This is an optimization exercise on Yosys and OpenROAD, whose aim is small area, a short achievable clock period and few clock cycles, not a production implementation.
Only simulation tests tie the RTL to the original design; equivalence was not proved.
No activity file was given, so power comes from the tool's default toggle rates.

// profile_gen
module profile_gen#(parameter SPEED_BITS=50) (
    input clk,
    input rst,
    input acc_step,
    output reg busy,
    output reg done,
    output [SPEED_BITS-1:0] speed_0,
    output [SPEED_BITS-1:0] speed_1,
    output [SPEED_BITS-1:0] speed_2,
    output [SPEED_BITS-1:0] speed_3,
    output [SPEED_BITS-1:0] speed_4,
    output [SPEED_BITS-1:0] speed_5,
    output [SPEED_BITS-1:0] speed_6,
    output [SPEED_BITS-1:0] speed_7,
    input [7:0] param_addr,
    input [31:0] param_in,
    input param_write_hi,
    input param_write_lo,
    input [7:0] abort,
    output reg [7:0] pending_aborts,
    output reg [7:0] done_aborts
);
Size in the first run: about 29000 cells after synthesis, roughly 3500 flip-flops, roughly 470 I/O pins.
==> module chan_dp, before the edit <==
module chan_dp (
    input [63:0] V,
    input [63:0] A,
    input [63:0] J,
    input [63:0] JJ,
    input [63:0] T,
    input [63:0] AB,
    input aci,
    input z,
    input tv,
    input aip,
    output hit,
    output fin,
    output [63:0] nv,
    output [63:0] nA,
    output [63:0] nJ,
    output [49:0] nspeed,
    output [63:0] abA,
    output ab_neg
);
    wire [63:0] g0 = A & V;
    wire [63:0] p0 = A ^ V;
    wire [64:0] c_sum;
    pg_carry #(64) u_sum (.g(g0), .p(p0), .ci(aci), .c(c_sum));
    wire [63:0] sum = p0 ^ c_sum[63:0];
    wire c_av = c_sum[64];
    wire [63:0] cs_s = ~(p0 ^ T);
    wire [63:0] cs_c = g0 | (p0 & ~T);
    wire [63:0] cs_y = {cs_c[62:0], aci};
    wire gf, pf;
    pg_group #(64) u_full (.g(cs_s & cs_y), .p(cs_s ^ cs_y), .G(gf), .P(pf));
    wire gv, pv;
    pg_group #(64) u_vt (.g(V & ~T), .p(~(V ^ T)), .G(gv), .P(pv));
    wire sd_vt = V[63] ^ T[63];
    wire lt_vt = sd_vt ? V[63] : ~(gv | pv);    
    wire eq_vt = pv;
    wire le1 = lt_vt | eq_vt;       
    wire le4 = ~lt_vt;              
    wire h0_00 = hit_case(1'b0, 1'b0, 1'b0);
    wire h0_01 = hit_case(1'b0, 1'b0, 1'b1);
    wire h0_11 = hit_case(1'b0, 1'b1, 1'b1);
    wire h1_00 = hit_case(1'b1, 1'b0, 1'b0);
    wire h1_01 = hit_case(1'b1, 1'b0, 1'b1);
    wire h1_11 = hit_case(1'b1, 1'b1, 1'b1);
    wire h0 = gf ? h0_11 : (pf ? h0_01 : h0_00);
    wire h1 = gf ? h1_11 : (pf ? h1_01 : h1_00);
    assign hit = z | (c_sum[63] ? h1 : h0);
    function hit_case(input x, input gfv, input gpv);
        reg s63, cav, c_st1, c_st0, sd, lt_st, gt_st;
        begin
            s63 = p0[63] ^ x;
            cav = g0[63] | (p0[63] & x);
            c_st1 = cs_c[63] ^ gpv ^ cav;
            c_st0 = cs_c[63] ^ gfv ^ cav;
            sd = s63 ^ T[63];
            lt_st = sd ? s63 : ~c_st1;      
            gt_st = sd ? T[63] : c_st0;     
            hit_case = tv & ((le1 & ~lt_st) | (~gt_st & le4));
        end
    endfunction
    assign fin = hit & aip & eq_vt;
    assign nv = hit ? T : sum;
    wire [50:0] spT;
    wire co_t;
    pg_add #(51) u_spt (.a(T[50:0]), .b(V[50:0]), .ci(1'b0), .s(spT), .co(co_t));
    wire [49:0] spS;
    wire co_s;
    pg_add #(50) u_sps (.a(A[50:1]), .b(V[49:0]), .ci(A[0] & aci), .s(spS), .co(co_s));
    assign nspeed = hit ? spT[50:1] : spS;
    wire [63:0] aj, jjj;
    wire co_aj, co_jj;
    pg_add #(64) u_aj (.a(A), .b(J), .ci(aci), .s(aj), .co(co_aj));
    pg_add #(64) u_jj (.a(J), .b(JJ), .ci(1'b0), .s(jjj), .co(co_jj));
    assign nJ = jjj;
    assign nA = aj;
    wire ab_z = ~|AB;
    wire [63:0] abX = ab_z ? V : AB;
    assign ab_neg = ab_z | (~V[63] & (|V));
    assign abA = abX ^ {64{ab_neg}};
endmodule
export LEC_CHECK = 0
export CAP_MARGIN = 20
export CORE_MARGIN = 2
export CORE_UTILIZATION = 60
export CTS_BUF_LIST = sky130_fd_sc_hd__clkbuf_16
export CTS_CLUSTER_DIAMETER = 90
export CTS_CLUSTER_SIZE = 24
export GPL_ROUTABILITY_DRIVEN = 1
export PLACE_DENSITY = 0.7
export SLEW_MARGIN = 20
create_clock -name core_clock -period 12.0 [get_ports {clk}]
standard.sh (not shown) runs the stock make flow with config.mk's settings and CLKGATE_MAP_FILE= SYNTH_SCRIPT=/design/flow/synth_recipe.tcl, a recipe that flattens the netlist after the stock synthesis.
==> flow/flow/run.sh <==
#!/bin/bash
# Standard ORFS layout (the standard.sh, synthesis unchanged), with
# timing repair aimed below the 12 ns clock so that the achieved period,
# not only the 12 ns constraint, is optimised, and plain buffers (not
# delay cells) on the ports. Logs: flow.log here, and each ORFS step's
# own log under orfs/logs/.
set -euo pipefail
export SETUP_SLACK_MARGIN=7
export BUFFER_PORTS_ARGS="-buffer_cell sky130_fd_sc_hd__buf_2"
bash standard.sh > flow.log 2>&1
The baseline completed with no timing, DRC or antenna violations.
Testbench counts at the start, summed over its fixed seeds: cycles 1,991.
Next try:
--- a/flow/design.v
+++ b/flow/design.v
@@ -150,19 +150,20 @@
     wire [63:0] sum = p0 ^ c_sum[63:0];
     wire c_av = c_sum[64];
     wire [63:0] cs_s = ~(p0 ^ T);
     wire [63:0] cs_c = g0 | (p0 & ~T);
     wire [63:0] cs_y = {cs_c[62:0], aci};
     wire gf, pf;
-    pg_group #(64) u_full (.g(cs_s & cs_y), .p(cs_s ^ cs_y), .G(gf), .P(pf));
+    pg_group #(64) u_full (.g(cs_s & cs_y), .p(cs_s | cs_y), .G(gf), .P(pf));
     wire gv, pv;
-    pg_group #(64) u_vt (.g(V & ~T), .p(~(V ^ T)), .G(gv), .P(pv));
+    pg_group #(64) u_vt (.g(V & ~T), .p(V | ~T), .G(gv), .P(pv));
     wire sd_vt = V[63] ^ T[63];
     wire lt_vt = sd_vt ? V[63] : ~(gv | pv);    
-    wire eq_vt = pv;
-    wire le1 = lt_vt | eq_vt;       
+    wire gt_vt = sd_vt ? T[63] : gv;            
+    wire eq_vt = pv & ~gv;
+    wire le1 = ~gt_vt;              
     wire le4 = ~lt_vt;              
     wire h0_00 = hit_case(1'b0, 1'b0, 1'b0);
     wire h0_01 = hit_case(1'b0, 1'b0, 1'b1);
     wire h0_11 = hit_case(1'b0, 1'b1, 1'b1);
     wire h1_00 = hit_case(1'b1, 1'b0, 1'b0);
     wire h1_01 = hit_case(1'b1, 1'b0, 1'b1);
Total power barely changes.
Global-route usage fell by 0.38 points.
Setup slack gets worse by 0.080 ns.
Die area rose slightly.
Count of clock-buffer cells in the layout shrinks by 1.
Core utilization grows by 0.67 points.
Maximum frequency came out lower slightly.
Sequential power barely changes.
Clock power went down slightly.
Via count rises by a few percent.
Wire length grows slightly.
Flip-flop and latch count does not change.
Final cell count increases by a few percent.
Worst hold slack improved by 0.012 ns.
Testbench counts after the change, summed over its fixed seeds: cycles 1,991.

[re-timing with driven ports]
No port has a modelled driver above. Below, the same layouts with a new extraction and two added sets of constraints.
Step 1 sets driving cells, clkbuf_16 on the clock port and buf_2 on the other inputs (assumed; they add their load-dependent delay and slew).
Step 2 times the ports against the registers' clock, not the clock port: input delays grow and output delays shrink by t, the midpoint of the rising clock arrivals with the driver on.
Slacks: ideal ports / drivers / drivers and shift; pairs: ideal ports / drivers.
run	t (ns)	setup WS [ns]	clock arrival spread, ns	pins driven straight from the clock port
the first run	1.159	6.922 / 6.922 / 5.996	0.076 / 0.075	1
the second run	1.143	6.842 / 6.842 / 5.921	0.078 / 0.077	1
After both steps setup and hold are still met in every run listed. For the first run, which loses most, drivers alone change the setup slack by 0.000 ns; drivers and shift together by -0.926 ns.
